This is an optimization exercise on Yosys and OpenROAD, whose aim is small area, a short achievable clock period and few clock cycles per item, not a production implementation.
At most, simulation tests tie the RTL to the original design; equivalence was not proved.
The RTL of runs 1, 3 and 4 was laid out without a check of its function.

File: run.sh
#!/bin/bash
# synth_recipe.tcl (not shown) runs the flow's synth.tcl, then flattens the netlist and writes it again
# the make line also repeats each setting of config.mk as NAME=value (left out here)
make -C /OpenROAD-flow-scripts/flow DESIGN_CONFIG=/design/flow/config.mk WORK_HOME=/design/flow/orfs CLKGATE_MAP_FILE= SYNTH_SCRIPT=/design/flow/synth_recipe.tcl finish
File: design.v
module fifo (
	input  logic clk,
	input  logic rst,
	input  logic put,           
	input  logic take,          
	input  logic [ 16:0 ] din,
	output logic [ 16:0 ] dout,
	output logic full,
	output logic full_c         
);
	always_ff @( posedge clk ) begin
		if ( put )
			dout <= din;
	end
	assign full_c = put | ( full & ~take );
	always_ff @( posedge clk, posedge rst ) begin
		if ( rst )
			full <= 1'b0;
		else
			full <= full_c;
	end
endmodule
module cordic_xy #(
	parameter SH = 0
)
(
	input  logic sgn,
	input  logic nsgn,
	input  logic [ 15:0 ] x_in,
	input  logic [ 15:0 ] y_in,
	output logic [ 15:0 ] x_out,
	output logic [ 15:0 ] y_out
);
	logic signed [ 15:0 ] xt, yt;
	assign xt = $signed( x_in ) >>> SH;
	assign yt = $signed( y_in ) >>> SH;
	cordic_add #( .W( 16 ) ) u_x ( .a( x_in ), .b( yt ^ { 16{ nsgn } } ), .cin( nsgn ), .s( x_out ) );
	cordic_add #( .W( 16 ) ) u_y ( .a( y_in ), .b( xt ^ { 16{ sgn } } ), .cin( sgn ), .s( y_out ) );
endmodule
module cordic_add #(
	parameter W = 16
)
(
	input  logic [ W-1:0 ] a,
	input  logic [ W-1:0 ] b,
	input  logic cin,
	output logic [ W-1:0 ] s
);
	localparam L = $clog2( W );
	logic [ W-1:0 ] g0, p0;
	logic [ W-1:0 ] g [ 0:L ];
	logic [ W-1:0 ] p [ 0:L ];
	assign p0 = a ^ b;
	assign g0 = a & b;
	assign g[ 0 ] = { g0[ W-1:1 ], g0[ 0 ] | ( p0[ 0 ] & cin ) };
	assign p[ 0 ] = p0;
	genvar l, i;
	for ( l = 0; l < L; l = l + 1 ) begin : g_lvl
		for ( i = 0; i < W; i = i + 1 ) begin : g_bit
			if ( i & ( 1 << l ) ) begin : g_op
				localparam int J = ( ( i >> l ) << l ) - 1;
				assign g[ l + 1 ][ i ] = g[ l ][ i ] | ( p[ l ][ i ] & g[ l ][ J ] );
				assign p[ l + 1 ][ i ] = p[ l ][ i ] & p[ l ][ J ];
			end
			else begin : g_pass
				assign g[ l + 1 ][ i ] = g[ l ][ i ];
				assign p[ l + 1 ][ i ] = p[ l ][ i ];
			end
		end
	end
	if ( W > 1 ) begin : g_sum
		assign s = p0 ^ { g[ L ][ W-2:0 ], cin };
	end
	else begin : g_sum1
		assign s = p0 ^ cin;
	end
endmodule
module cordic (
	input  logic clk,
	input  logic adv,
	input  logic in_f,
	input  logic [ 15:0 ] in_z,
	output logic [ 31:0 ] res
);
	logic [0:0] p1_f;
	logic [15:0] p1_z;
	logic c1_s0;
	logic [14:0] c1_z1;
	logic [0:0] p2_f;
	logic [0:0] p2_s0;
	logic [14:0] p2_z;
	logic c2_s1;
	logic [13:0] c2_z2;
	logic [0:0] p3_f;
	logic [0:0] p3_s0;
	logic [0:0] p3_s1;
	logic [13:0] p3_z;
	logic c3_s2;
	logic [12:0] c3_z3;
	logic [0:0] p4_f;
	logic [0:0] p4_s0;
	logic [0:0] p4_s1;
	logic [0:0] p4_s2;
	logic [12:0] p4_z;
	logic c4_s3;
	logic [11:0] c4_z4;
	logic [0:0] p5_f;
	logic [0:0] p5_s0;
	logic [0:0] p5_s1;
	logic [0:0] p5_s2;
	logic [0:0] p5_s3;
	logic [11:0] p5_z;
	logic c5_s4;
	logic [10:0] c5_z5;
	logic [0:0] p6_f;
	logic [0:0] p6_s0;
	logic [0:0] p6_s1;
	logic [0:0] p6_s2;
	logic [0:0] p6_s3;
	logic [0:0] p6_s4;
	logic [10:0] p6_z;
	logic c6_s5;
	logic [9:0] c6_z6;
	logic [6:0] c6_rom_a;
	logic [31:0] c6_rom_d;
	logic [9:0] p7_z;
	logic [15:0] p7_x;
	logic [15:0] p7_y;
	logic [0:0] p7_n;
	logic c7_s6;
	logic [8:0] c7_z7;
	logic [15:0] c7_x7, c7_y7;
	logic [8:0] p8_z;
	logic [15:0] p8_x;
	logic [15:0] p8_y;
	logic [0:0] p8_n;
	logic c8_s7;
	logic [8:0] c8_z8;
	logic [15:0] c8_x8, c8_y8;
	logic [8:0] p9_z;
	logic [15:0] p9_x;
	logic [15:0] p9_y;
	logic [0:0] p9_n;
	logic c9_s8;
	logic [7:0] c9_z9;
	logic [15:0] c9_x9, c9_y9;
	logic [7:0] p10_z;
	logic [15:0] p10_x;
	logic [15:0] p10_y;
	logic [0:0] p10_n;
	logic c10_s9;
	logic [6:0] c10_z10;
	logic [15:0] c10_x10, c10_y10;
	logic [6:0] p11_z;
	logic [15:0] p11_x;
	logic [15:0] p11_y;
	logic [0:0] p11_n;
	logic c11_s10;
	logic [5:0] c11_z11;
	logic [15:0] c11_x11, c11_y11;
	logic [5:0] p12_z;
	logic [15:0] p12_x;
	logic [15:0] p12_y;
	logic [0:0] p12_n;
	logic c12_s11;
	logic [4:0] c12_z12;
	logic [15:0] c12_x12, c12_y12;
	logic [4:0] p13_z;
	logic [15:0] p13_x;
	logic [15:0] p13_y;
	logic [0:0] p13_n;
	logic c13_s12;
	logic [4:0] c13_z13;
	logic [15:0] c13_x13, c13_y13;
	logic [4:0] p14_z;
	logic [15:0] p14_x;
	logic [15:0] p14_y;
	logic [0:0] p14_n;
	logic c14_s13;
	logic [4:0] c14_z14;
	logic c14_s14;
	logic [15:0] c14_x14, c14_y14;
	logic [0:0] p15_s14;
	logic [15:0] p15_x;
	logic [15:0] p15_y;
	logic [0:0] p15_n;
	logic [15:0] c15_x15, c15_y15;
	logic [0:0] p16_s14;
	logic [15:0] p16_x;
	logic [15:0] p16_y;
	logic [0:0] p16_n;
	logic [15:0] c16_x16, c16_y16;
	always_ff @( posedge clk ) if ( adv ) begin p1_f <= in_f; p1_z <= in_z; end
	assign c1_s0 = p1_z[15];
	cordic_add #( .W( 15 ) ) u_c1_z1 ( .a( p1_z[14:0] ), .b( 15'd12867 ^ { 15{ ~c1_s0 } } ), .cin( ~c1_s0 ), .s( c1_z1 ) );
	always_ff @( posedge clk ) if ( adv ) begin p2_f <= p1_f; p2_s0 <= c1_s0; p2_z <= c1_z1[14:0]; end
	assign c2_s1 = p2_z[14];
	cordic_add #( .W( 14 ) ) u_c2_z2 ( .a( p2_z[13:0] ), .b( 14'd7596 ^ { 14{ ~c2_s1 } } ), .cin( ~c2_s1 ), .s( c2_z2 ) );
	always_ff @( posedge clk ) if ( adv ) begin p3_f <= p2_f; p3_s0 <= p2_s0; p3_s1 <= c2_s1; p3_z <= c2_z2[13:0]; end
	assign c3_s2 = p3_z[13];
	cordic_add #( .W( 13 ) ) u_c3_z3 ( .a( p3_z[12:0] ), .b( 13'd4013 ^ { 13{ ~c3_s2 } } ), .cin( ~c3_s2 ), .s( c3_z3 ) );
	always_ff @( posedge clk ) if ( adv ) begin p4_f <= p3_f; p4_s0 <= p3_s0; p4_s1 <= p3_s1; p4_s2 <= c3_s2; p4_z <= c3_z3[12:0]; end
	assign c4_s3 = p4_z[12];
	cordic_add #( .W( 12 ) ) u_c4_z4 ( .a( p4_z[11:0] ), .b( 12'd2037 ^ { 12{ ~c4_s3 } } ), .cin( ~c4_s3 ), .s( c4_z4 ) );
	always_ff @( posedge clk ) if ( adv ) begin p5_f <= p4_f; p5_s0 <= p4_s0; p5_s1 <= p4_s1; p5_s2 <= p4_s2; p5_s3 <= c4_s3; p5_z <= c4_z4[11:0]; end
	assign c5_s4 = p5_z[11];
	cordic_add #( .W( 11 ) ) u_c5_z5 ( .a( p5_z[10:0] ), .b( 11'd1022 ^ { 11{ ~c5_s4 } } ), .cin( ~c5_s4 ), .s( c5_z5 ) );
	always_ff @( posedge clk ) if ( adv ) begin p6_f <= p5_f; p6_s0 <= p5_s0; p6_s1 <= p5_s1; p6_s2 <= p5_s2; p6_s3 <= p5_s3; p6_s4 <= c5_s4; p6_z <= c5_z5[10:0]; end
	assign c6_s5 = p6_z[10];
	cordic_add #( .W( 10 ) ) u_c6_z6 ( .a( p6_z[9:0] ), .b( 10'd511 ^ { 10{ ~c6_s5 } } ), .cin( ~c6_s5 ), .s( c6_z6 ) );
	assign c6_rom_a = { c6_s5, p6_s4, p6_s3, p6_s2, p6_s1, p6_s0, p6_f };
	localparam logic [ 4095:0 ] C6_ROM_TAB = {
		32'h09013f5c, 32'hf6fcc0a9, 32'hc0a40904, 32'h3f57f701,
		32'hd2b82d38, 32'h2d45d2c9, 32'hd2c8d2bb, 32'h2d372d48,
		32'hea223c25, 32'h15dcc3de, 32'hc3dbea25, 32'h3c2215dd,
		32'hc2c61297, 32'h3d39ed6a, 32'hed69c2c6, 32'h12963d3a,
		32'hf9213fa0, 32'h06dcc063, 32'hc061f924, 32'h3f9d06df,
		32'hc8fc20ae, 32'h3703df52, 32'hdf51c8fd, 32'h20ad3704,
		32'hdbff34e7, 32'h23fecb1a, 32'hcb19dc02, 32'h34e623ff,
		32'hc01502f3, 32'h3fecfd0e, 32'hfd0dc014, 32'h02f43feb,
		32'h010c3ffc, 32'hfef3c007, 32'hc004010d, 32'h3ff9fef6,
		32'hcd72273a, 32'h328dd8c5, 32'hd8c6cd73, 32'h2739328e,
		32'he2d038f3, 32'h1d2ec70e, 32'hc70de2d1, 32'h38f21d2f,
		32'hc0ef0ad2, 32'h3f12f52d, 32'hf52ec0ef, 32'h0ad33f11,
		32'hf1443e45, 32'h0ebbc1bc, 32'hc1baf145, 32'h3e440ebc,
		32'hc5581994, 32'h3aa9e66c, 32'he66dc557, 32'h19933aa8,
		32'hd5b33003, 32'h2a4ccffc, 32'hcffdd5b4, 32'h30042a4d,
		32'hc037faf6, 32'h3fcc0509, 32'h050ac034, 32'hfaf93fc9,
		32'h05093fcc, 32'hfaf6c037, 32'hc034050a, 32'h3fc9faf9,
		32'hcffc2a4c, 32'h3003d5b3, 32'hd5b4cffd, 32'h2a4d3004,
		32'he66c3aa9, 32'h1994c558, 32'hc557e66d, 32'h3aa81993,
		32'hc1bc0ebb, 32'h3e45f144, 32'hf145c1ba, 32'h0ebc3e44,
		32'hf52d3f12, 32'h0ad2c0ef, 32'hc0eff52e, 32'h3f110ad3,
		32'hc70e1d2e, 32'h38f3e2d0, 32'he2d1c70d, 32'h1d2f38f2,
		32'hd8c5328d, 32'h273acd72, 32'hcd73d8c6, 32'h328e2739,
		32'hc007fef3, 32'h3ffc010c, 32'h010dc004, 32'hfef63ff9,
		32'hfd0e3fec, 32'h02f3c015, 32'hc014fd0d, 32'h3feb02f4,
		32'hcb1a23fe, 32'h34e7dbff, 32'hdc02cb19, 32'h23ff34e6,
		32'hdf523703, 32'h20aec8fc, 32'hc8fddf51, 32'h370420ad,
		32'hc06306dc, 32'h3fa0f921, 32'hf924c061, 32'h06df3f9d,
		32'hed6a3d39, 32'h1297c2c6, 32'hc2c6ed69, 32'h3d3a1296,
		32'hc3de15dc, 32'h3c25ea22, 32'hea25c3db, 32'h15dd3c22,
		32'hd2c92d45, 32'h2d38d2b8, 32'hd2bbd2c8, 32'h2d482d37,
		32'hc0a9f6fc, 32'h3f5c0901, 32'h0904c0a4, 32'hf7013f57
	};
	assign c6_rom_d = C6_ROM_TAB[ c6_rom_a * 32 +: 32 ];
	always_ff @( posedge clk ) if ( adv ) begin p7_z <= c6_z6[9:0]; p7_x <= c6_rom_d[31:16]; p7_y <= c6_rom_d[15:0]; p7_n <= ~c6_z6[9]; end
	assign c7_s6 = p7_z[9];
	cordic_add #( .W( 9 ) ) u_c7_z7 ( .a( p7_z[8:0] ), .b( 9'd255 ^ { 9{ ~c7_s6 } } ), .cin( ~c7_s6 ), .s( c7_z7 ) );
	cordic_xy #( .SH( 6 ) ) u_c7_xy6 ( .sgn( c7_s6 ), .nsgn( p7_n ), .x_in( p7_x ), .y_in( p7_y ), .x_out( c7_x7 ), .y_out( c7_y7 ) );
	always_ff @( posedge clk ) if ( adv ) begin p8_z <= c7_z7[8:0]; p8_x <= c7_x7; p8_y <= c7_y7; p8_n <= ~c7_z7[8]; end
	assign c8_s7 = p8_z[8];
	cordic_add #( .W( 9 ) ) u_c8_z8 ( .a( p8_z[8:0] ), .b( 9'd127 ^ { 9{ ~c8_s7 } } ), .cin( ~c8_s7 ), .s( c8_z8 ) );
	cordic_xy #( .SH( 7 ) ) u_c8_xy7 ( .sgn( c8_s7 ), .nsgn( p8_n ), .x_in( p8_x ), .y_in( p8_y ), .x_out( c8_x8 ), .y_out( c8_y8 ) );
	always_ff @( posedge clk ) if ( adv ) begin p9_z <= c8_z8[8:0]; p9_x <= c8_x8; p9_y <= c8_y8; p9_n <= ~c8_z8[8]; end
	assign c9_s8 = p9_z[8];
	cordic_add #( .W( 8 ) ) u_c9_z9 ( .a( p9_z[7:0] ), .b( 8'd63 ^ { 8{ ~c9_s8 } } ), .cin( ~c9_s8 ), .s( c9_z9 ) );
	cordic_xy #( .SH( 8 ) ) u_c9_xy8 ( .sgn( c9_s8 ), .nsgn( p9_n ), .x_in( p9_x ), .y_in( p9_y ), .x_out( c9_x9 ), .y_out( c9_y9 ) );
	always_ff @( posedge clk ) if ( adv ) begin p10_z <= c9_z9[7:0]; p10_x <= c9_x9; p10_y <= c9_y9; p10_n <= ~c9_z9[7]; end
	assign c10_s9 = p10_z[7];
	cordic_add #( .W( 7 ) ) u_c10_z10 ( .a( p10_z[6:0] ), .b( 7'd31 ^ { 7{ ~c10_s9 } } ), .cin( ~c10_s9 ), .s( c10_z10 ) );
	cordic_xy #( .SH( 9 ) ) u_c10_xy9 ( .sgn( c10_s9 ), .nsgn( p10_n ), .x_in( p10_x ), .y_in( p10_y ), .x_out( c10_x10 ), .y_out( c10_y10 ) );
	always_ff @( posedge clk ) if ( adv ) begin p11_z <= c10_z10[6:0]; p11_x <= c10_x10; p11_y <= c10_y10; p11_n <= ~c10_z10[6]; end
	assign c11_s10 = p11_z[6];
	cordic_add #( .W( 6 ) ) u_c11_z11 ( .a( p11_z[5:0] ), .b( 6'd15 ^ { 6{ ~c11_s10 } } ), .cin( ~c11_s10 ), .s( c11_z11 ) );
	cordic_xy #( .SH( 10 ) ) u_c11_xy10 ( .sgn( c11_s10 ), .nsgn( p11_n ), .x_in( p11_x ), .y_in( p11_y ), .x_out( c11_x11 ), .y_out( c11_y11 ) );
	always_ff @( posedge clk ) if ( adv ) begin p12_z <= c11_z11[5:0]; p12_x <= c11_x11; p12_y <= c11_y11; p12_n <= ~c11_z11[5]; end
	assign c12_s11 = p12_z[5];
	cordic_add #( .W( 5 ) ) u_c12_z12 ( .a( p12_z[4:0] ), .b( 5'd7 ^ { 5{ ~c12_s11 } } ), .cin( ~c12_s11 ), .s( c12_z12 ) );
	cordic_xy #( .SH( 11 ) ) u_c12_xy11 ( .sgn( c12_s11 ), .nsgn( p12_n ), .x_in( p12_x ), .y_in( p12_y ), .x_out( c12_x12 ), .y_out( c12_y12 ) );
	always_ff @( posedge clk ) if ( adv ) begin p13_z <= c12_z12[4:0]; p13_x <= c12_x12; p13_y <= c12_y12; p13_n <= ~c12_z12[4]; end
	assign c13_s12 = p13_z[4];
	cordic_add #( .W( 5 ) ) u_c13_z13 ( .a( p13_z[4:0] ), .b( 5'd3 ^ { 5{ ~c13_s12 } } ), .cin( ~c13_s12 ), .s( c13_z13 ) );
	cordic_xy #( .SH( 12 ) ) u_c13_xy12 ( .sgn( c13_s12 ), .nsgn( p13_n ), .x_in( p13_x ), .y_in( p13_y ), .x_out( c13_x13 ), .y_out( c13_y13 ) );
	always_ff @( posedge clk ) if ( adv ) begin p14_z <= c13_z13[4:0]; p14_x <= c13_x13; p14_y <= c13_y13; p14_n <= ~c13_z13[4]; end
	assign c14_s13 = p14_z[4];
	cordic_add #( .W( 5 ) ) u_c14_z14 ( .a( p14_z[4:0] ), .b( 5'd1 ^ { 5{ ~c14_s13 } } ), .cin( ~c14_s13 ), .s( c14_z14 ) );
	assign c14_s14 = c14_z14[4];
	cordic_xy #( .SH( 13 ) ) u_c14_xy13 ( .sgn( c14_s13 ), .nsgn( p14_n ), .x_in( p14_x ), .y_in( p14_y ), .x_out( c14_x14 ), .y_out( c14_y14 ) );
	always_ff @( posedge clk ) if ( adv ) begin p15_s14 <= c14_s14; p15_x <= c14_x14; p15_y <= c14_y14; p15_n <= ~c14_s14; end
	cordic_xy #( .SH( 14 ) ) u_c15_xy14 ( .sgn( p15_s14 ), .nsgn( p15_n ), .x_in( p15_x ), .y_in( p15_y ), .x_out( c15_x15 ), .y_out( c15_y15 ) );
	always_ff @( posedge clk ) if ( adv ) begin p16_s14 <= p15_s14; p16_x <= c15_x15; p16_y <= c15_y15; p16_n <= ~p15_s14; end
	cordic_xy #( .SH( 15 ) ) u_c16_xy15 ( .sgn( p16_s14 ), .nsgn( p16_n ), .x_in( p16_x ), .y_in( p16_y ), .x_out( c16_x16 ), .y_out( c16_y16 ) );
	assign res = { c16_x16, c16_y16 };
endmodule
module cordic_top (
	input logic clk,
	input logic rst,
	input logic signed [ 31:0 ] in_din,
	input logic in_we,
	input logic out_re,
	output logic in_full,
	output logic signed [ 1:0 ] [ 15:0 ] out_dout,
	output logic out_empty
);
	localparam logic signed [ 31:0 ]
		PI       = 32'sd51472,
		TWO_PI   = 32'sd102944,
		HALF_PI  = 32'sd25736,
		THREE_HALF_PI = 32'sd77208;
	localparam logic [ 15:0 ] PI_LO = 16'd51472, TWO_PI_LO = 16'd37408;  
	localparam logic [ 31:0 ] RES_ZERO = { 16'sd16383, 16'sd2 };
	logic accept, adv, stuck;
	logic signed [ 31:0 ] r, r_step, src;
	logic busy, busy_c, far_in, far_step;
	cordic_add #( .W( 32 ) ) u_step ( .a( r ), .b( r[ 31 ] ? TWO_PI : -TWO_PI ), .cin( 1'b0 ), .s( r_step ) );
	assign far_in = ( in_din > TWO_PI ) || ( in_din < -TWO_PI );
	assign far_step = r[ 31 ] ? ( r < -( TWO_PI <<< 1 ) ) : ( r > ( TWO_PI <<< 1 ) );
	always_ff @( posedge clk ) begin
		if ( accept )
			r <= in_din;
		else if ( busy )
			r <= r_step;
	end
	assign busy_c = accept ? far_in : ( busy & far_step );
	logic signed [ 17:0 ] rs;
	logic sub2, sub1, add2, add1;
	logic [ 15:0 ] z_k, z_red;
	logic f_red;
	assign src = accept ? in_din : r;
	assign rs = src[ 17:0 ];
	always_ff @( posedge clk ) begin
		sub2 <= rs >= THREE_HALF_PI;
		sub1 <= ( rs > HALF_PI ) && ( rs < THREE_HALF_PI );
		add2 <= rs <= -THREE_HALF_PI;
		add1 <= ( rs < -HALF_PI ) && ( rs > -THREE_HALF_PI );
	end
	assign z_k = ( { 16{ sub2 } } & ( -TWO_PI_LO ) ) | ( { 16{ sub1 } } & ( -PI_LO ) ) |
		( { 16{ add2 } } & TWO_PI_LO ) | ( { 16{ add1 } } & PI_LO );
	cordic_add #( .W( 16 ) ) u_red ( .a( r[ 15:0 ] ), .b( z_k ), .cin( 1'b0 ), .s( z_red ) );
	assign f_red = sub1 | add1;
	logic [ 16:0 ] e_dout;
	logic e_full, e_full_c;
	logic p_f;
	logic [ 15:0 ] p_z;
	logic [ 31:0 ] res;
	assign stuck = ~out_empty & ~out_re;
	assign accept = in_we & ~in_full;
	assign adv = ( accept | e_full ) & ~stuck;
	fifo
	hold_inst (
		.clk( clk ),
		.rst( rst ),
		.put( accept & stuck ),
		.take( adv ),
		.din( { f_red, z_red } ),
		.dout( e_dout ),
		.full( e_full ),
		.full_c( e_full_c )
	);
	assign { p_f, p_z } = e_full ? e_dout : { f_red, z_red };
	cordic
	cordic_inst (
		.clk( clk ),
		.adv( adv ),
		.in_f( p_f ),
		.in_z( p_z ),
		.res( res )
	);
	logic [ 4:0 ] cnt;       
	logic word_zero, word_res0;
	always_ff @( posedge clk, posedge rst ) begin
		if ( rst )
			cnt <= 5'd0;
		else if ( adv && cnt != 5'd17 )
			cnt <= cnt + 5'd1;
	end
	assign word_zero = cnt < 5'd16;
	assign word_res0 = cnt == 5'd16;
	always_ff @( posedge clk ) begin
		if ( adv ) begin
			if ( word_zero )
				out_dout <= 32'h0;
			else if ( word_res0 )
				out_dout <= RES_ZERO;
			else
				out_dout <= res;
		end
	end
	always_ff @( posedge clk, posedge rst ) begin
		if ( rst ) begin
			out_empty <= 1'b1;
			busy <= 1'b0;
			in_full <= 1'b0;
		end
		else begin
			if ( adv )
				out_empty <= 1'b0;
			else if ( out_re )
				out_empty <= 1'b1;
			busy <= busy_c;
			in_full <= busy_c | busy | e_full_c;
		end
	end
endmodule
File: constraint.sdc
create_clock -name core_clock -period 6.0 [get_ports {clk}]
set_input_delay 1.2000 -clock core_clock [delete_from_list [all_inputs] [get_ports {clk}]]
set_output_delay 1.2000 -clock core_clock [all_outputs]
set_load 0.01 [all_outputs]
File: config.mk
export PLATFORM = sky130hd
export DESIGN_NAME = cordic_top
export DESIGN_NICKNAME = cordic_top
export VERILOG_FILES = /design/flow/design.v
export SDC_FILE = /design/flow/constraint.sdc
export NUM_CORES = 4
export LEC_CHECK = 0
export CAP_MARGIN = 20
export CORE_MARGIN = 2
export CORE_UTILIZATION = 40
export PLACE_DENSITY = 0.6
export SETUP_SLACK_MARGIN = 3.5
export SLEW_MARGIN = 20
==> results of run 1 <==
[logic make-up (layout without fill, tap and decap cells)]
group | after synthesis | after routing
adder cells (fa/ha/maj) | 537 | 537
buffers and inverters | 435 | 980
XOR/XNOR | 444 | 444
AO/OA/AOI/OAI | 799 | 799
other | 0 | 1
AND/OR/NAND/NOR | 805 | 807
flip-flops | 585 | 585
multiplexers | 59 | 59
[repair_timing]
item	in CTS	in global routing
gates resized for setup	740	405
cloned	17	6
setup buffers	276	130
pin swaps	293	310
setup endpoints to repair	945	440
[synth_stat cells, drive strengths merged, types with 13 or more instances]
master and count:
edfxtp 572, ha 411, inv 320, nor2 245
xnor2 241, o21ai 207, xor2 203, a21oi 194
nand2 192, fa 126, nor2b 75, clkbuf 73
nor3 63, o21a 57, a21o 52, nand3 48
a21boi 43, and2 43, buf 40, a211oi 34
o211ai 34, nand2b 32, mux2i 30, a31oi 28
or2 19, mux2 18, a311oi 16, and3 16
o22ai 16, o31ai 16, or4 16, a31o 14
nand4 13, nor4 13
[worst max-delay path, cell delays in order (launching register included)]
cell and delay (ps):
edfxtp_1 470, clkinvlp_4 170, buf_6 150, buf_4 130, ha_1 170, or2_2 300
a211o_4 300, and3_4 190, or2_4 260, a41oi_4 220, o21bai_1 140, xnor2_1 210
a21oi_1 90
[worst paths after layout]
check / start / to / slack [ps]
setup reg to reg: r[31]$_DFFE_PN_ / r[23]$_DFFE_PN_ / 2930
min in group asynchronous: rst / cnt[3]$_DFFE_PP0P_ / 870
hold reg to reg: cordic_inst.p2_s0$_DFFE_PP_ / cordic_inst.p3_s0$_DFFE_PP_ / 420
hold / removal: cordic_inst.p2_s0$_DFFE_PP_ / cordic_inst.p3_s0$_DFFE_PP_ / 420
max in group asynchronous: rst / out_empty$_DFFE_PP1P_ / 4770
setup / recovery: r[31]$_DFFE_PN_ / r[23]$_DFFE_PN_ / 2930
[metrics by stage]
stage | setup TNS, ps | setup WS [ps] | cells
finish | 0 | 2930 | 5510
global placement | 0 | 1730 | 4953
global route | 0 | 2870 | 5509
floorplan | -2037910 | -4740 | 3664
detailed placement | 0 | 1650 | 4953
CTS | 0 | 2980 | 5373
[cell type report]
| cell class | count | area, µm² | share of cell area [%] |
|---|---|---|---|
| Inverter | 322 | 1310 | 2.45 |
| Sequential cell | 585 | 17500 | 32.6 |
| Clock buffer | 90 | 1890 | 3.53 |
| Timing Repair Buffer | 527 | 5430 | 10.1 |
| Multi-Input combinational cell | 2646 | 25400 | 47.4 |
| Clock inverter | 37 | 393 | 0.733 |
| Antenna cell | 1 | 2.50 | 0.00467 |
| Timing Repair inverter | 4 | 33.8 | 0.0631 |
| Tap cell | 1298 | 1620 | 3.03 |
[layer usage]
layer | part of all wire, % | GRT usage, % | vias up
li1 | - | - | 14200
met1 | 42 | 26.4 | 14500
met2 | 48 | 33.3 | 904
met3 | 5.6 | 2.90 | 274
met4 | 4.2 | 8.45 | 2
met5 | 0.0074 | 0 | -
==> summary.txt, run 1 <==
Synth top area share=42.4%; Placer Congestion=0.917; largest net degree at the start of global routing=75; Critical Path RT=6360 ps; CTS H-Tree Depth=3; Util after Layout=53.5%; I/O Pins=70; Worst Hold Depth=0; Period minus WS final=3070 ps; status=no timing/DRC/antenna violations; post-synthesis sequential area ratio=43.2%; Yosys reg bits=585; biggest regs=out_dout (32), r (32), hold_inst.dout (17); antenna violations before repair=1; nets=4730; DRT Wirelength=108000 µm; clk slew on worst S/H paths=60 ps; Max Freq=0.326 GHz; Final Cycle Share=51.2%; Pre-Repair DR Iteration Count=6; Die Height=322 µm; clock sink count=585; Post-Synth Simple-Gate Area=9.57%; grt ovf=0; synth warn=42; Critical Path AT=3430 ps; core area=100000 µm²; Clk Latency, worst-skew pair=640 ps; Hold Buf Count CTS=0; DP Area=43400 µm²; Least-Margin Pin Slew=925 ps; Hold Path Class=reg2reg; largest family of logic cells by synthesized area=adder cells; Syn Nets=4237; fill cell count=8513; compound-cell area share of the yosys netlist=12.7%; CP Class=reg2reg; WHS=417 ps; P&R area growth vs syn=32.4%; Post-DRT Antenna Nets=0; Worst slew margin=38.3%; reg2reg path depth=12; Total GRT Usage=20.1%; DRC=0; largest cells by area after synthesis=edfxtp_1 (42%), ha_1 (13%), fa_1 (6.2%); most frequent cells in the layout=edfxtp_1 (572), ha_1 (325), inv_1 (291), buf_4 (281), xnor2_1 (204); RSZ-0062 raised after global routing=true; HPWL Detailed=68300 µm; first-pass GRT wire length=164000 µm; Root Buffer=clkbuf_16; share of cells above drive strength 1=30.6%; max_cap viols=0; prevailing post-synth register cell=edfxtp_1; via count=29.9k; final number of setup-violating endpoints=0; post-route cell area=53600 µm²; Yosys cell types=85; Starting Density=40.4%; Syn Area/Cell=11.0 µm²; worst-path fanout max=5; number of global-route vias before repair=29.4k; Num CTS Buffers=71; die area=104000 µm²; post-synthesis mux area share=1.86%; port buffer count=69; element type at the critical path start=flip-flop; XOR/XNOR Fraction of Synth Area=9.61%; Fin. Hold Viols=0; WL/cell=19.5 µm; Max Transition Viols Final=0; Initial DRC Count=2166; Mapped Cells=3664; Setup Skew=35.7 ps; Post-Synth Adder-Cell Area=18.9%; EDFF count, synth=572; DIE WIDTH=322 µm; most common cell after layout, fill and taps aside=edfxtp_1; row count=116; largest area contributor in the netlist=edfxtp_1; Async S/R FF share, synth=1.54%; CTS tree=yes; Post-Syn Area=40500 µm²; critical path endpoint category=flip-flop; Bufs on Longest Clock Path=3; Via density=5.42
==> inputs of run 2 (changes only) <==
--- a/design.v
+++ b/design.v
@@ -32,7 +32,9 @@
 	output logic [ 15:0 ] y_out
 );
-	logic signed [ 15:0 ] xt, yt;
-	assign xt = $signed( x_in ) >>> SH;
-	assign yt = $signed( y_in ) >>> SH;
+	logic signed [ 15:0 ] xi, yi, xt, yt;
+	assign xi = x_in;
+	assign yi = y_in;
+	assign xt = xi >>> SH;
+	assign yt = yi >>> SH;
 	cordic_add #( .W( 16 ) ) u_x ( .a( x_in ), .b( yt ^ { 16{ nsgn } } ), .cin( nsgn ), .s( x_out ) );
 	cordic_add #( .W( 16 ) ) u_y ( .a( y_in ), .b( xt ^ { 16{ sgn } } ), .cin( sgn ), .s( y_out ) );
==> run 2 against run 1 <==
Highest routed layer unchanged. Critical path type unchanged. Critical path depth is the same. Still clean on timing, DRC and antenna. Setup slack unchanged. Clock skew did not move. Hold slack is the same. Largest cell class unchanged. Die area unchanged. Synthesized cell count unchanged.
==> summary.txt, run 2 <==
status=no timing/DRC/antenna violations; Final Cycle Share=51.2% (unchanged); nets=4730 (unchanged); Yosys cell types=85 (unchanged); most common cell after layout, fill and taps aside=edfxtp_1; Worst slew margin=38.3% (unchanged); WHS=417 ps (unchanged); EDFF count, synth=572 (unchanged); Post-Syn Area=40500 µm² (unchanged); final number of setup-violating endpoints=0 (unchanged); DIE WIDTH=322 µm (unchanged); core area=100000 µm² (unchanged); Max Freq=0.326 GHz (unchanged); top-count cell post-synth=edfxtp_1; clock sink count=585 (unchanged); Root Buffer=clkbuf_16; Yosys reg bits=585 (unchanged); Post-DRT Antenna Nets=0 (unchanged); Via density=5.42 (unchanged); Starting Density=40.4% (unchanged); Initial DRC Count=2166 (unchanged); Synth top area share=42.4% (unchanged); Fin. Hold Viols=0 (unchanged); CTS H-Tree Depth=3 (unchanged); die area=104000 µm² (unchanged); largest cells by area after synthesis=edfxtp_1 (42%), ha_1 (13%), fa_1 (6.2%); critical path endpoint category=flip-flop; clk slew on worst S/H paths=60 ps (about the same); RSZ-0062 raised after global routing=true; Async S/R FF share, synth=1.54% (unchanged); Mapped Cells=3664 (unchanged); row count=116 (unchanged); largest net degree at the start of global routing=75 (unchanged); first-pass GRT wire length=164000 µm (unchanged); P&R area growth vs syn=32.4% (unchanged); Setup Skew=35.7 ps (unchanged); Synth top cells by count=edfxtp_1 (572), ha_1 (411), inv_1 (319); port buffer count=69 (unchanged); DRT Wirelength=108000 µm (unchanged); Syn Area/Cell=11.0 µm² (unchanged); biggest regs=out_dout (32), r (32), hold_inst.dout (17); Num CTS Buffers=71 (unchanged); antenna violations before repair=1 (unchanged); CTS tree=yes; Syn Nets=4237 (unchanged); Pre-Repair DR Iteration Count=6 (unchanged); grt ovf=0 (unchanged); DRC=0 (unchanged); prevailing post-synth register cell=edfxtp_1; number of global-route vias before repair=29.4k (unchanged); max_cap viols=0 (unchanged); element type at the critical path start=flip-flop; Max Transition Viols Final=0 (unchanged); CP Class=reg2reg; HPWL Detailed=68300 µm (unchanged); worst-path fanout max=5 (unchanged); I/O Pins=70 (unchanged); Placer Congestion=0.917 (unchanged); via count=29.9k (unchanged); Least-Margin Pin Slew=925 ps (unchanged); Hold Path Class=reg2reg; Period minus WS final=3070 ps (unchanged); Critical Path AT=3430 ps (about the same); largest area contributor in the netlist=edfxtp_1; share of cells above drive strength 1=30.6% (unchanged); Die Height=322 µm (unchanged); Bufs on Longest Clock Path=3 (unchanged); most frequent cells in the layout=edfxtp_1 (572), ha_1 (325), inv_1 (291), buf_4 (281), xnor2_1 (204); Total GRT Usage=20.1% (unchanged); post-synthesis sequential area ratio=43.2% (unchanged); WL/cell=19.5 µm (unchanged); Critical Path RT=6360 ps (about the same); synth warn=42 (unchanged); Clk Latency, worst-skew pair=640 ps (about the same)
run 2: cell counts after synthesis:
Identical to the previous run, type by type.
run 2: worst max-delay path: stages (launching register included):
cell	delay [ps]
edfxtp_1	470
clkinvlp_4	170
buf_6	150
buf_4	130
ha_1	170
or2_2	300
a211o_4	300
and3_4	190
or2_4	260
a41oi_4	220
o21bai_1	140
xnor2_1	210
a21oi_1	90
run 2: worst paths after layout:
path                                             start                          end  slack, ps  cells after the start
hold reg to reg            cordic_inst.p2_s0$_DFFE_PP_  cordic_inst.p3_s0$_DFFE_PP_        420                      0
hold / removal             cordic_inst.p2_s0$_DFFE_PP_  cordic_inst.p3_s0$_DFFE_PP_        420                      0
setup / recovery                       r[31]$_DFFE_PN_              r[23]$_DFFE_PN_       2930                     12
max in group asynchronous                          rst        out_empty$_DFFE_PP1P_       4770                      2
min in group asynchronous                          rst           cnt[3]$_DFFE_PP0P_        870                      2
setup reg to reg                       r[31]$_DFFE_PN_              r[23]$_DFFE_PN_       2930                     12
run 2: per-stage QoR:
stage          area [µm²]  setup TNS [ps]  setup slack (ps)  std cells  util (%)
6_report            53600               0              2930       5510      53.5
5_1_grt             53600               0              2870       5509      53.5
4_1_cts             50800               0              2980       5373      50.7
3_5_place_dp        43400               0              1650       4953      43.3
3_3_place_gp        43400               0              1730       4953      43.3
2_1_floorplan       41300        -2037910             -4740       3664         -
run 2: area by class of cell:
type	instances	area, µm²
Clock buffer	90	1890
Clock inverter	37	393
Multi-Input combinational cell	2646	25400
Fill cell	8513	46600
Timing Repair Buffer	527	5430
Sequential cell	585	17500
Inverter	322	1310
Timing Repair inverter	4	33.8
Tap cell	1298	1620
Antenna cell	1	2.50
run 2: cell families after synthesis:
kind of cell,after synthesis,share of synthesized area (%)
AOI/OAI and AO/OA,799,12.7
xor gates and xnor gates,444,9.61
adders and majority gates,537,18.9
buffers and inverters,435,4.09
DFF,585,43.2
muxes,59,1.86
and+or+nand+nor,805,9.57
run 2: metal layers:
layer / GRT usage [%] / part of all wire [%] / wire length [µm] / up-vias
met5: 0 / 0.0074 / 8 / -
met4: 8.45 / 4.2 / 4560 / 2
met3: 2.90 / 5.6 / 6040 / 274
met2: 33.3 / 48 / 51800 / 904
met1: 26.4 / 42 / 45200 / 14500
li1: - / - / - / 14200
run 2: what timing repair did:
action	4_1_cts	5_1_grt
hold buffers	0	0
resized for setup	740	405
setup buffers	276	130
setup endpoints to repair	945	440
pin swaps	293	310
cloned	17	6
Testbench counts of run 2, summed over its fixed seeds: cycles 8,192, items 8,192.
==> inputs of run 3 (changes only) <==
--- a/design.v
+++ b/design.v
@@ -32,9 +32,7 @@
 	output logic [ 15:0 ] y_out
 );
-	logic signed [ 15:0 ] xi, yi, xt, yt;
-	assign xi = x_in;
-	assign yi = y_in;
-	assign xt = xi >>> SH;
-	assign yt = yi >>> SH;
+	logic signed [ 15:0 ] xt, yt;
+	assign xt = $signed( x_in ) >>> SH;
+	assign yt = $signed( y_in ) >>> SH;
 	cordic_add #( .W( 16 ) ) u_x ( .a( x_in ), .b( yt ^ { 16{ nsgn } } ), .cin( nsgn ), .s( x_out ) );
 	cordic_add #( .W( 16 ) ) u_y ( .a( y_in ), .b( xt ^ { 16{ sgn } } ), .cin( sgn ), .s( y_out ) );
@@ -305,6 +303,17 @@
 	logic accept, adv, stuck;
 	logic signed [ 31:0 ] r, r_step, src;
+	logic [ 16:0 ] e_dout;
+	logic e_full, e_full_c;
 	logic busy, busy_c, far_in, far_step;
-	cordic_add #( .W( 32 ) ) u_step ( .a( r ), .b( r[ 31 ] ? TWO_PI : -TWO_PI ), .cin( 1'b0 ), .s( r_step ) );
+	logic [ 17:0 ] step_lo;
+	logic [ 14:0 ] hi_inc, hi_dec;
+	localparam logic [ 16:0 ] TWO_PI_17 = 17'd102944, M_TWO_PI_17 = 17'd28128;  
+	cordic_add #( .W( 18 ) ) u_step ( .a( { 1'b0, r[ 16:0 ] } ), .b( { 1'b0, r[ 31 ] ? TWO_PI_17 : M_TWO_PI_17 } ),
+		.cin( 1'b0 ), .s( step_lo ) );
+	assign hi_inc = r[ 31:17 ] + 15'd1;
+	assign hi_dec = r[ 31:17 ] - 15'd1;
+	assign r_step[ 16:0 ] = step_lo[ 16:0 ];
+	assign r_step[ 31:17 ] = r[ 31 ] ? ( step_lo[ 17 ] ? hi_inc : r[ 31:17 ] )
+		: ( step_lo[ 17 ] ? r[ 31:17 ] : hi_dec );
 	assign far_in = ( in_din > TWO_PI ) || ( in_din < -TWO_PI );
 	assign far_step = r[ 31 ] ? ( r < -( TWO_PI <<< 1 ) ) : ( r > ( TWO_PI <<< 1 ) );
@@ -330,8 +339,7 @@
 	assign z_k = ( { 16{ sub2 } } & ( -TWO_PI_LO ) ) | ( { 16{ sub1 } } & ( -PI_LO ) ) |
 		( { 16{ add2 } } & TWO_PI_LO ) | ( { 16{ add1 } } & PI_LO );
-	cordic_add #( .W( 16 ) ) u_red ( .a( r[ 15:0 ] ), .b( z_k ), .cin( 1'b0 ), .s( z_red ) );
-	assign f_red = sub1 | add1;
-	logic [ 16:0 ] e_dout;
-	logic e_full, e_full_c;
+	cordic_add #( .W( 16 ) ) u_red ( .a( e_full ? e_dout[ 15:0 ] : r[ 15:0 ] ), .b( e_full ? 16'd0 : z_k ),
+		.cin( 1'b0 ), .s( z_red ) );
+	assign f_red = e_full ? e_dout[ 16 ] : ( sub1 | add1 );
 	logic p_f;
 	logic [ 15:0 ] p_z;
@@ -351,5 +359,5 @@
 		.full_c( e_full_c )
 	);
-	assign { p_f, p_z } = e_full ? e_dout : { f_red, z_red };
+	assign { p_f, p_z } = { f_red, z_red };
 	cordic
 	cordic_inst (
==> run 3 against run 2 <==
Still clean on timing, DRC and antenna. Setup slack lost 620 ps. Non-clock buffer count is 51 higher. Hold slack better by 3.3 ps. Synthesized area up 1.5%. Final area increased by 2.7%. Critical path depth is 1 higher. First-iteration DRC count rose by 2.9%.
==> summary.txt, run 3 <==
status=no timing/DRC/antenna violations; element type at the critical path start=flip-flop; worst-path fanout max=4 (-1); Max Transition Viols Final=0 (unchanged); WL/cell=18.7 µm (-4.3%); Final Cycle Share=61.5% (+10 points); DIE WIDTH=324 µm (+0.75%); via count=31.2k (+4.4%); share of cells above drive strength 1=31.8% (+1.2 points); largest family of logic cells by synthesized area=adder cells; I/O Pins=70 (unchanged); antenna violations before repair=0 (-1); RSZ-0062 raised after global routing=true; P&R area growth vs syn=34.0%; grt ovf=0 (unchanged); CTS H-Tree Depth=3 (unchanged); post-synthesis sequential area ratio=42.6% (-0.65 points); max_cap viols=0 (unchanged); first-pass GRT wire length=163000 µm (-0.32%); largest area contributor in the netlist=edfxtp_1; Num CTS Buffers=72 (+1.4%); core area=102000 µm² (+1.7%); synth warn=42 (unchanged); Total GRT Usage=19.1% (-0.97 points); Syn Nets=4342 (+2.5%); Yosys cell types=88 (+3.5%); Least-Margin Pin Slew=868 ps (-56.7 ps); DRT Wirelength=107000 µm (-0.45%); Mapped Cells=3791 (+3.5%); register area=17500 µm² (about the same); Starting Density=40.3% (-0.082 points); clock sink count=585 (unchanged); post-synthesis mux area share=1.31% (-0.54 points); Initial DRC Count=2228 (+2.9%); clk slew on worst S/H paths=60 ps (about the same); Hold Path Class=reg2reg; XOR/XNOR Fraction of Synth Area=9.23% (-0.38 points); Period minus WS final=3690 ps (+619 ps); Synth top cells by count=edfxtp_1 (572), ha_1 (389), inv_1 (341); Post-Syn Area=41100 µm² (+1.5%); area of the multi-input gates=26400 µm² (+3.8%); Synth top area share=41.8% (-0.64 points); top-count cell post-synth=edfxtp_1; critical path endpoint category=flip-flop; fill cell count=8656 (+1.7%); CTS tree=yes; EDFF count, synth=572 (unchanged); Post-Synth Simple-Gate Area=9.51% (-0.056 points); Post-DRT Antenna Nets=0 (unchanged); port buffer count=69 (unchanged); Via density=5.44 (+0.31%); Util after Layout=54.0% (+0.51 points); Pre-Repair DR Iteration Count=6 (unchanged); nets=4858 (+2.7%); Bufs on Longest Clock Path=3 (unchanged); Max Freq=0.271 GHz (-17%); DP Area=43900 µm² (+1.2%); largest cells by area after synthesis=edfxtp_1 (42%), ha_1 (12%), fa_1 (6.1%); compound-cell area share of the yosys netlist=14.9% (+2.2 points); Die Height=324 µm (+0.75%); CP Class=reg2reg; prevailing post-synth register cell=edfxtp_1; Async S/R FF share, synth=1.54% (unchanged); post-route cell area=55000 µm² (+2.7%); Fin. Hold Viols=0 (unchanged); die area=105000 µm² (+1.5%); most common cell after layout, fill and taps aside=edfxtp_1; Critical Path AT=4170 ps (+740 ps); row count=117 (+0.86%); most frequent cells in the layout=edfxtp_1 (572), inv_1 (312), buf_4 (311), ha_1 (294), xnor2_1 (222); Yosys reg bits=585 (unchanged); DRC=0 (unchanged); largest net degree at the start of global routing=124 (+65%); Setup Skew=26.5 ps (-9.19 ps); Syn Area/Cell=10.8 µm² (-1.9%); Post-Synth Adder-Cell Area=18.0% (-0.96 points); Critical Path RT=6480 ps (+120 ps); Setup TNS=0 ps (unchanged); Worst slew margin=41.9% (+3.6 points); number of global-route vias before repair=31.2k (+5.9%); Root Buffer=clkbuf_16; biggest regs=out_dout (32), r (32), hold_inst.dout (17); Clk Latency, worst-skew pair=630 ps (about the same); Placer Congestion=0.937 (+2.1%); final number of setup-violating endpoints=0 (unchanged); HPWL Detailed=65200 µm (-4.5%)
-- run 3: changes by cell type in the layout (fill, tap and decap cells not counted), moves of 18 or more --
cell,before,now
nor2_1,193,170
buf_6,114,146
inv_1,291,312
ha_1,325,294
buf_4,281,311
a21o_1,50,86
xnor2_1,204,222
nor2b_1,44,15
nand2_1,167,140
-- run 3: path summary, 6_finish.rpt --
| path | startpoint | end | slack [ps] | depth (start not counted) |
|---|---|---|---|---|
| min reg2reg | cordic_inst.p2_z[1]$_DFFE_PP_ | cordic_inst.p3_z[1]$_DFFE_PP_ | 420 | 0 |
| max reg2reg | r[31]$_DFFE_PN_ | r[20]$_DFFE_PP_ | 2310 | 13 |
| max in group asynchronous | rst | in_full$_DFF_PP0_ | 4440 | 2 |
| min | cordic_inst.p2_z[1]$_DFFE_PP_ | cordic_inst.p3_z[1]$_DFFE_PP_ | 420 | 0 |
| max | r[31]$_DFFE_PN_ | r[20]$_DFFE_PP_ | 2310 | 13 |
| min in group asynchronous | rst | busy$_DFF_PP0_ | 1080 | 2 |
-- run 3: repair_timing --
item,CTS,global route
pin swaps,310,325
resized for setup,735,470
gates cloned,14,6
buffers inserted,307,150
endpoints found under the setup margin,950,515
hold buffers,0,0
-- run 3: metrics by stage --
| stage | setup slack [ps] | hold WS, ps | instances |
|---|---|---|---|
| finish | 2310 | 421 | 5734 |
| global route | 2150 | 430 | 5733 |
| CTS | 2360 | 423 | 5577 |
| detailed placement | 1570 | 405 | 5124 |
| global placement | 1580 | 403 | 5123 |
| floorplan | -4690 | 400 | 3791 |
-- run 3: cell families (layout without fill, tap and decap cells) --
kind of cell    Yosys count  count (layout)
flops                   585             585
xor+xnor                433             433
compound gates          937             937
mux                      48              48
simple gates            788             791
buf+inv                 485            1056
fa+ha+maj               515             515
other cells               0               1
-- run 3: metal layers --
metal  wire, µm  vias up  GRT usage (%)
met3       6120      394           3.46
met5          0        -              0
met4       5540        0           9.12
met1      39900    15000           21.4
met2      55600     1048           35.0
li1           -    14800              -
-- run 3: critical path: stages, from the launching register on --
cell and delay [ps]:
edfxtp_1 490, inv_8 110, ha_4 190, a21o_1 150, a21o_1 220, a2111oi_4 320, o21ai_1 120, a31oi_1 190
o21bai_1 120, fa_2 390, or2_4 270, or3_1 320, mux4_2 480, a31oi_1 170
-- run 3: area by class of cell --
cell class	count	share of cell area [%]
inverter	345	2.50
clock inverter	45	0.734
timing repair inverter	1	0.0159
tap	1368	3.11
clock buffer	87	3.41
timing repair buffer	578	10.5
antenna	1	0.00455
sequential	585	31.8
multi-input combinational	2724	47.9
==> inputs of run 4 (changes only) <==
--- a/design.v
+++ b/design.v
@@ -302,27 +302,43 @@
 	localparam logic [ 31:0 ] RES_ZERO = { 16'sd16383, 16'sd2 };
 	logic accept, adv, stuck;
-	logic signed [ 31:0 ] r, r_step, src;
+	logic signed [ 31:0 ] r, src;
 	logic [ 16:0 ] e_dout;
 	logic e_full, e_full_c;
-	logic busy, busy_c, far_in, far_step;
-	logic [ 17:0 ] step_lo;
-	logic [ 14:0 ] hi_inc, hi_dec;
-	localparam logic [ 16:0 ] TWO_PI_17 = 17'd102944, M_TWO_PI_17 = 17'd28128;  
-	cordic_add #( .W( 18 ) ) u_step ( .a( { 1'b0, r[ 16:0 ] } ), .b( { 1'b0, r[ 31 ] ? TWO_PI_17 : M_TWO_PI_17 } ),
-		.cin( 1'b0 ), .s( step_lo ) );
-	assign hi_inc = r[ 31:17 ] + 15'd1;
-	assign hi_dec = r[ 31:17 ] - 15'd1;
-	assign r_step[ 16:0 ] = step_lo[ 16:0 ];
-	assign r_step[ 31:17 ] = r[ 31 ] ? ( step_lo[ 17 ] ? hi_inc : r[ 31:17 ] )
-		: ( step_lo[ 17 ] ? r[ 31:17 ] : hi_dec );
+	logic busy, busy_c, far_in, far_r, ph, big, cy, step_lo_en;
+	logic [ 20:0 ] lo_sum;
+	logic [ 19:0 ] k_lo;
+	localparam logic [ 19:0 ]
+		K2  = 20'd102944,      
+		K8  = 20'd411776,      
+		K2N = 20'd945632,      
+		K8N = 20'd636800;      
 	assign far_in = ( in_din > TWO_PI ) || ( in_din < -TWO_PI );
-	assign far_step = r[ 31 ] ? ( r < -( TWO_PI <<< 1 ) ) : ( r > ( TWO_PI <<< 1 ) );
+	assign far_r = ( r > TWO_PI ) || ( r < -TWO_PI );
+	assign big = r[ 31 ] ? ( r[ 30:20 ] != 11'h7ff ) : ( r[ 30:20 ] != 11'h0 );
+	assign k_lo = r[ 31 ] ? ( big ? K8 : K2 ) : ( big ? K8N : K2N );
+	cordic_add #( .W( 21 ) ) u_step ( .a( { 1'b0, r[ 19:0 ] } ), .b( { 1'b0, k_lo } ), .cin( 1'b0 ), .s( lo_sum ) );
+	assign step_lo_en = busy & ~ph & far_r;
 	always_ff @( posedge clk ) begin
 		if ( accept )
-			r <= in_din;
-		else if ( busy )
-			r <= r_step;
+			r[ 19:0 ] <= in_din[ 19:0 ];
+		else if ( step_lo_en )
+			r[ 19:0 ] <= lo_sum[ 19:0 ];
 	end
-	assign busy_c = accept ? far_in : ( busy & far_step );
+	always_ff @( posedge clk ) begin
+		if ( accept )
+			r[ 31:20 ] <= in_din[ 31:20 ];
+		else if ( busy & ph )
+			r[ 31:20 ] <= r[ 31 ] ? r[ 31:20 ] + { 11'd0, cy } : r[ 31:20 ] - { 11'd0, ~cy };
+	end
+	always_ff @( posedge clk ) begin
+		cy <= lo_sum[ 20 ];
+	end
+	always_ff @( posedge clk, posedge rst ) begin
+		if ( rst )
+			ph <= 1'b0;
+		else
+			ph <= step_lo_en;
+	end
+	assign busy_c = accept ? far_in : ( busy & ( ph | far_r ) );
 	logic signed [ 17:0 ] rs;
 	logic sub2, sub1, add2, add1;
@@ -345,6 +361,4 @@
 	logic [ 15:0 ] p_z;
 	logic [ 31:0 ] res;
-	assign stuck = ~out_empty & ~out_re;
-	assign accept = in_we & ~in_full;
 	assign adv = ( accept | e_full ) & ~stuck;
 	fifo
@@ -388,17 +402,27 @@
 		end
 	end
+	logic out_valid, in_open;
+	assign stuck = out_valid & ~out_re;
+	assign accept = in_we & in_open;
 	always_ff @( posedge clk, posedge rst ) begin
 		if ( rst ) begin
 			out_empty <= 1'b1;
+			out_valid <= 1'b0;
 			busy <= 1'b0;
 			in_full <= 1'b0;
+			in_open <= 1'b1;
 		end
 		else begin
-			if ( adv )
+			if ( adv ) begin
 				out_empty <= 1'b0;
-			else if ( out_re )
+				out_valid <= 1'b1;
+			end
+			else if ( out_re ) begin
 				out_empty <= 1'b1;
+				out_valid <= 1'b0;
+			end
 			busy <= busy_c;
 			in_full <= busy_c | busy | e_full_c;
+			in_open <= ~( busy_c | busy | e_full_c );
 		end
 	end
==> run 4 against run 3 <==
Critical endpoint is now r[19]$_DFFE_PP_. Flip-flop and latch count grew 4. Fmax grew 14%. Final area shrank 0.25%. Register-to-register slack gained 470 ps. Still clean on timing, DRC and antenna.
==> summary.txt, run 4 <==
Via density=5.39 (-0.87%); Post-Syn Area=41800 µm² (+1.8%); Period minus WS final=3220 ps (-466 ps); via count=31.8k (+1.9%); largest area contributor in the netlist=edfxtp_1; antenna violations before repair=0 (unchanged); Num CTS Buffers=72 (unchanged); Least-Margin Pin Slew=849 ps (-19.0 ps); Total GRT Usage=18.6% (-0.58 points); layer with the highest usage after global routing=met2; Placer Congestion=0.924 (-1.3%); crit path max-delay cell type=edfxtp_1; largest cells by area after synthesis=edfxtp_1 (41%), ha_1 (12%), fa_1 (6.1%); Setup Skew=28.5 ps (+1.98 ps); pre-CTS WS=1680 ps (+106 ps); synth warn=42 (unchanged); CTS H-Tree Depth=3 (unchanged); Hold Path Class=reg2reg; Hold Buf Count CTS=0 (unchanged); EDFF count, synth=572 (unchanged); Die Height=327 µm (+0.91%); final setup margin=2780 ps (+466 ps); ANT cells=0 (-1); element type at the critical path start=flip-flop; Critical Path AT=3610 ps (-560 ps); Util after Layout=53.0% (-1.0 points); Post-DRT Antenna Nets=0 (unchanged); RSZ-0062 raised after global routing=true; Starting Density=40.4% (+0.049 points); clock sink count=589 (+0.68%); Clk Latency, worst-skew pair=650 ps (+20 ps); most frequent cells in the layout=edfxtp_1 (572), ha_1 (351), inv_1 (319), buf_4 (304), nor2_1 (267); CP Class=reg2reg; Initial DRC Count=2168 (-2.7%); DRT Wirelength=104000 µm (-3.4%); reg2reg path depth=14 (+1); worst-path fanout max=3 (-1); post-synthesis sequential area ratio=42.0% (-0.54 points); status=no timing/DRC/antenna violations; final number of setup-violating endpoints=0 (unchanged); reg-to-reg critical path endpoint=r[19]$_DFFE_PP_; crit-path max cell delay=410 ps (-80 ps); row count=118 (+0.85%); grt ovf=0 (unchanged); Yosys cell types=85 (-3.4%); P&R area growth vs syn=31.2%; core area=104000 µm² (+1.7%); critical-path cell list=buf_4 -> nor4_4 -> nand3_2 -> o21ai_4 -> ha_4 -> ha_4 -> a21oi_4 -> o21ai_4 -> a2111oi_4 -> o31a_1 -> o22ai_2 -> or3_1 -> nand2_1 -> o21ai_1; nets=5032 (+3.6%); met2 Resource Use GR=33.2% (-1.8 points); HPWL Detailed=66300 µm (+1.7%); Synth top cells by count=edfxtp_1 (572), ha_1 (414), inv_1 (353); RR Startpoint=r[26]$_DFFE_PP_; most common cell after layout, fill and taps aside=edfxtp_1; Max Transition Viols Final=0 (unchanged); first-pass GRT wire length=162000 µm (-1.1%); number of global-route vias before repair=31.3k (+0.36%); Worst Hold Depth=0 (unchanged); crit-path leading delay family=compound AO/OA/AOI/OAI gates; prevailing post-synth register cell=edfxtp_1; biggest regs=out_dout (32), r (32), hold_inst.dout (17); Critical Path RT=6380 ps (-100 ps); Max Freq=0.310 GHz (+14%); fill cell count=8875 (+2.5%); share of cells above drive strength 1=28.3% (-3.5 points); critical path endpoint category=flip-flop; WL/cell=17.6 µm (-6.0%); M1 GR Usage=21.6% (+0.16 points); Bufs on Longest Clock Path=3 (unchanged); Root Buffer=clkbuf_16; hold path endpoint=cordic_inst.p6_s2$_DFFE_PP_; Final Cycle Share=53.7% (-7.8 points); max_cap viols=0 (unchanged); die area=107000 µm² (+1.8%); Buffers & Inverters on Critical Path=1 (unchanged); Pre-Repair DR Iteration Count=6 (unchanged); DIE WIDTH=327 µm (+0.91%); DP Area=44800 µm² (+2.0%); Synth top area share=41.0% (-0.76 points); post-route cell area=54900 µm² (-0.25%); I/O Pins=70 (unchanged); Fin. Hold Viols=0 (unchanged); Async S/R FF share, synth=2.04% (+0.50 points); CTS tree=yes; Yosys reg bits=589 (+0.68%); reg2reg setup slack=2780 ps (+470 ps); Mapped Cells=3951 (+4.2%); clk slew on worst S/H paths=70 ps (about the same); DRC=0 (unchanged); met3 usage=2.96% (-0.51 points); Hold Path Origin=cordic_inst.p5_s2$_DFFE_PP_; Syn Area/Cell=10.6 µm² (-2.3%); largest net degree at the start of global routing=148 (+19%); Worst slew margin=43.4% (+1.5 points); Syn Nets=4528 (+4.3%); port buffer count=69 (unchanged); top-count cell post-synth=edfxtp_1
[run 4: cell count changes after synthesis, sizes merged, moves of 23 or more]
cell / delta
and2: -38
a21oi: +77
nor4: +23
nor2: +97
ha: +25
clkbuf: -41
nand2: +70
[run 4: cell families after synthesis]
| kind of cell | Yosys count | share of synthesized area, % |
|---|---|---|
| AO/OA/AOI/OAI | 944 | 14.5 |
| AND/OR/NAND/NOR | 943 | 10.7 |
| flip-flops | 589 | 42.0 |
| adder cells (fa/ha/maj) | 541 | 18.5 |
| buffers and inverters | 478 | 4.43 |
| XOR/XNOR | 401 | 8.39 |
| multiplexers | 55 | 1.51 |
[run 4: metrics by stage]
| stage | hold slack, ps | std cells | setup TNS (ps) |
|---|---|---|---|
| 2_1_floorplan | 400 | 3951 | -1899640 |
| 3_3_place_gp | 404 | 5313 | 0 |
| 3_5_place_dp | 406 | 5313 | 0 |
| 4_1_cts | 408 | 5767 | 0 |
| 5_1_grt | 423 | 5892 | 0 |
| 6_report | 394 | 5892 | 0 |
[run 4: per-layer routing]
layer  vias up  part of all wire, %
met4         0                  5.0
met5         -                    0
met2       853                   51
li1      15300                    -
met1     15300                   39
met3       332                  4.8
[run 4: cell type report]
type                            instances  area (µm²)  share of cell area, %
Clock buffer                           94        1950                   3.55
Clock inverter                         37         243                  0.442
Inverter                              358        1440                   2.62
Multi-Input combinational cell       2886       26500                   48.3
Sequential cell                       589       17600                   32.0
Tap cell                             1380        1730                   3.15
Timing Repair Buffer                  548        5420                   9.87
[run 4: how the worst max path moves through the flow]
stage / from / end / slack (ps) / depth (start not counted)
finish: r[26]$_DFFE_PP_ / r[19]$_DFFE_PP_ / 2780 / 14
global route: r[26]$_DFFE_PP_ / r[19]$_DFFE_PP_ / 2610 / 14
CTS: r[26]$_DFFE_PP_ / r[19]$_DFFE_PP_ / 2820 / 14
detailed placement: in_we / cordic_inst.p7_y[1]$_DFFE_PP_ / 1680 / 7
global placement: in_we / cordic_inst.p7_x[2]$_DFFE_PP_ / 1710 / 7
floorplan: out_re / cnt[3]$_DFFE_PP0P_ / -4020 / 4
[run 4: timing repair]
item | CTS | global route
cloned | 9 | 3
setup buffers | 314 | 122
gates resized for setup | 633 | 406
pin swaps | 294 | 234
endpoints found under the setup margin | 915 | 757
[run 4: worst reg2reg max path, stage by stage (launching register included)]
cell	delay, ps
edfxtp_1	410
buf_4	170
nor4_4	280
nand3_2	150
o21ai_4	140
ha_4	190
ha_4	200
a21oi_4	160
o21ai_4	90
a2111oi_4	350
o31a_1	290
o22ai_2	110
or3_1	310
nand2_1	70
o21ai_1	50

re-timing with driven ports:
No port has a modelled driver above. Below, the same layouts with a new extraction and two added sets of constraints.
Step 1 sets driving cells, clkbuf_16 on the clock port and buf_2 on the other inputs (assumed; they add their load-dependent delay and slew).
Step 2 moves the port delays by t, midway between the first and last clock arrival at a register: inputs arrive t later, outputs are due t later. That takes back most of the time a late clock gives input paths.
a / b / c = ideal / step 1 / step 2; a / b = the first two.
run | shift t [ns] | setup slack, ns | worst setup path at the end | worst data-port slew with drivers (ns) | cell pins on the clock port's net
run 1 | 0.686 | 2.928 / 2.928 / 2.905 | input to register | 0.05 | 1
run 2 | 0.686 | 2.928 / 2.928 / 2.905 | input to register | 0.05 | 1
run 3 | 0.693 | 2.309 / 2.309 / 2.309 | register to register | 0.04 | 1
run 4 | 0.704 | 2.776 / 2.776 / 2.776 | register to register | 0.04 | 1
After both steps setup and hold are still met in every run listed.
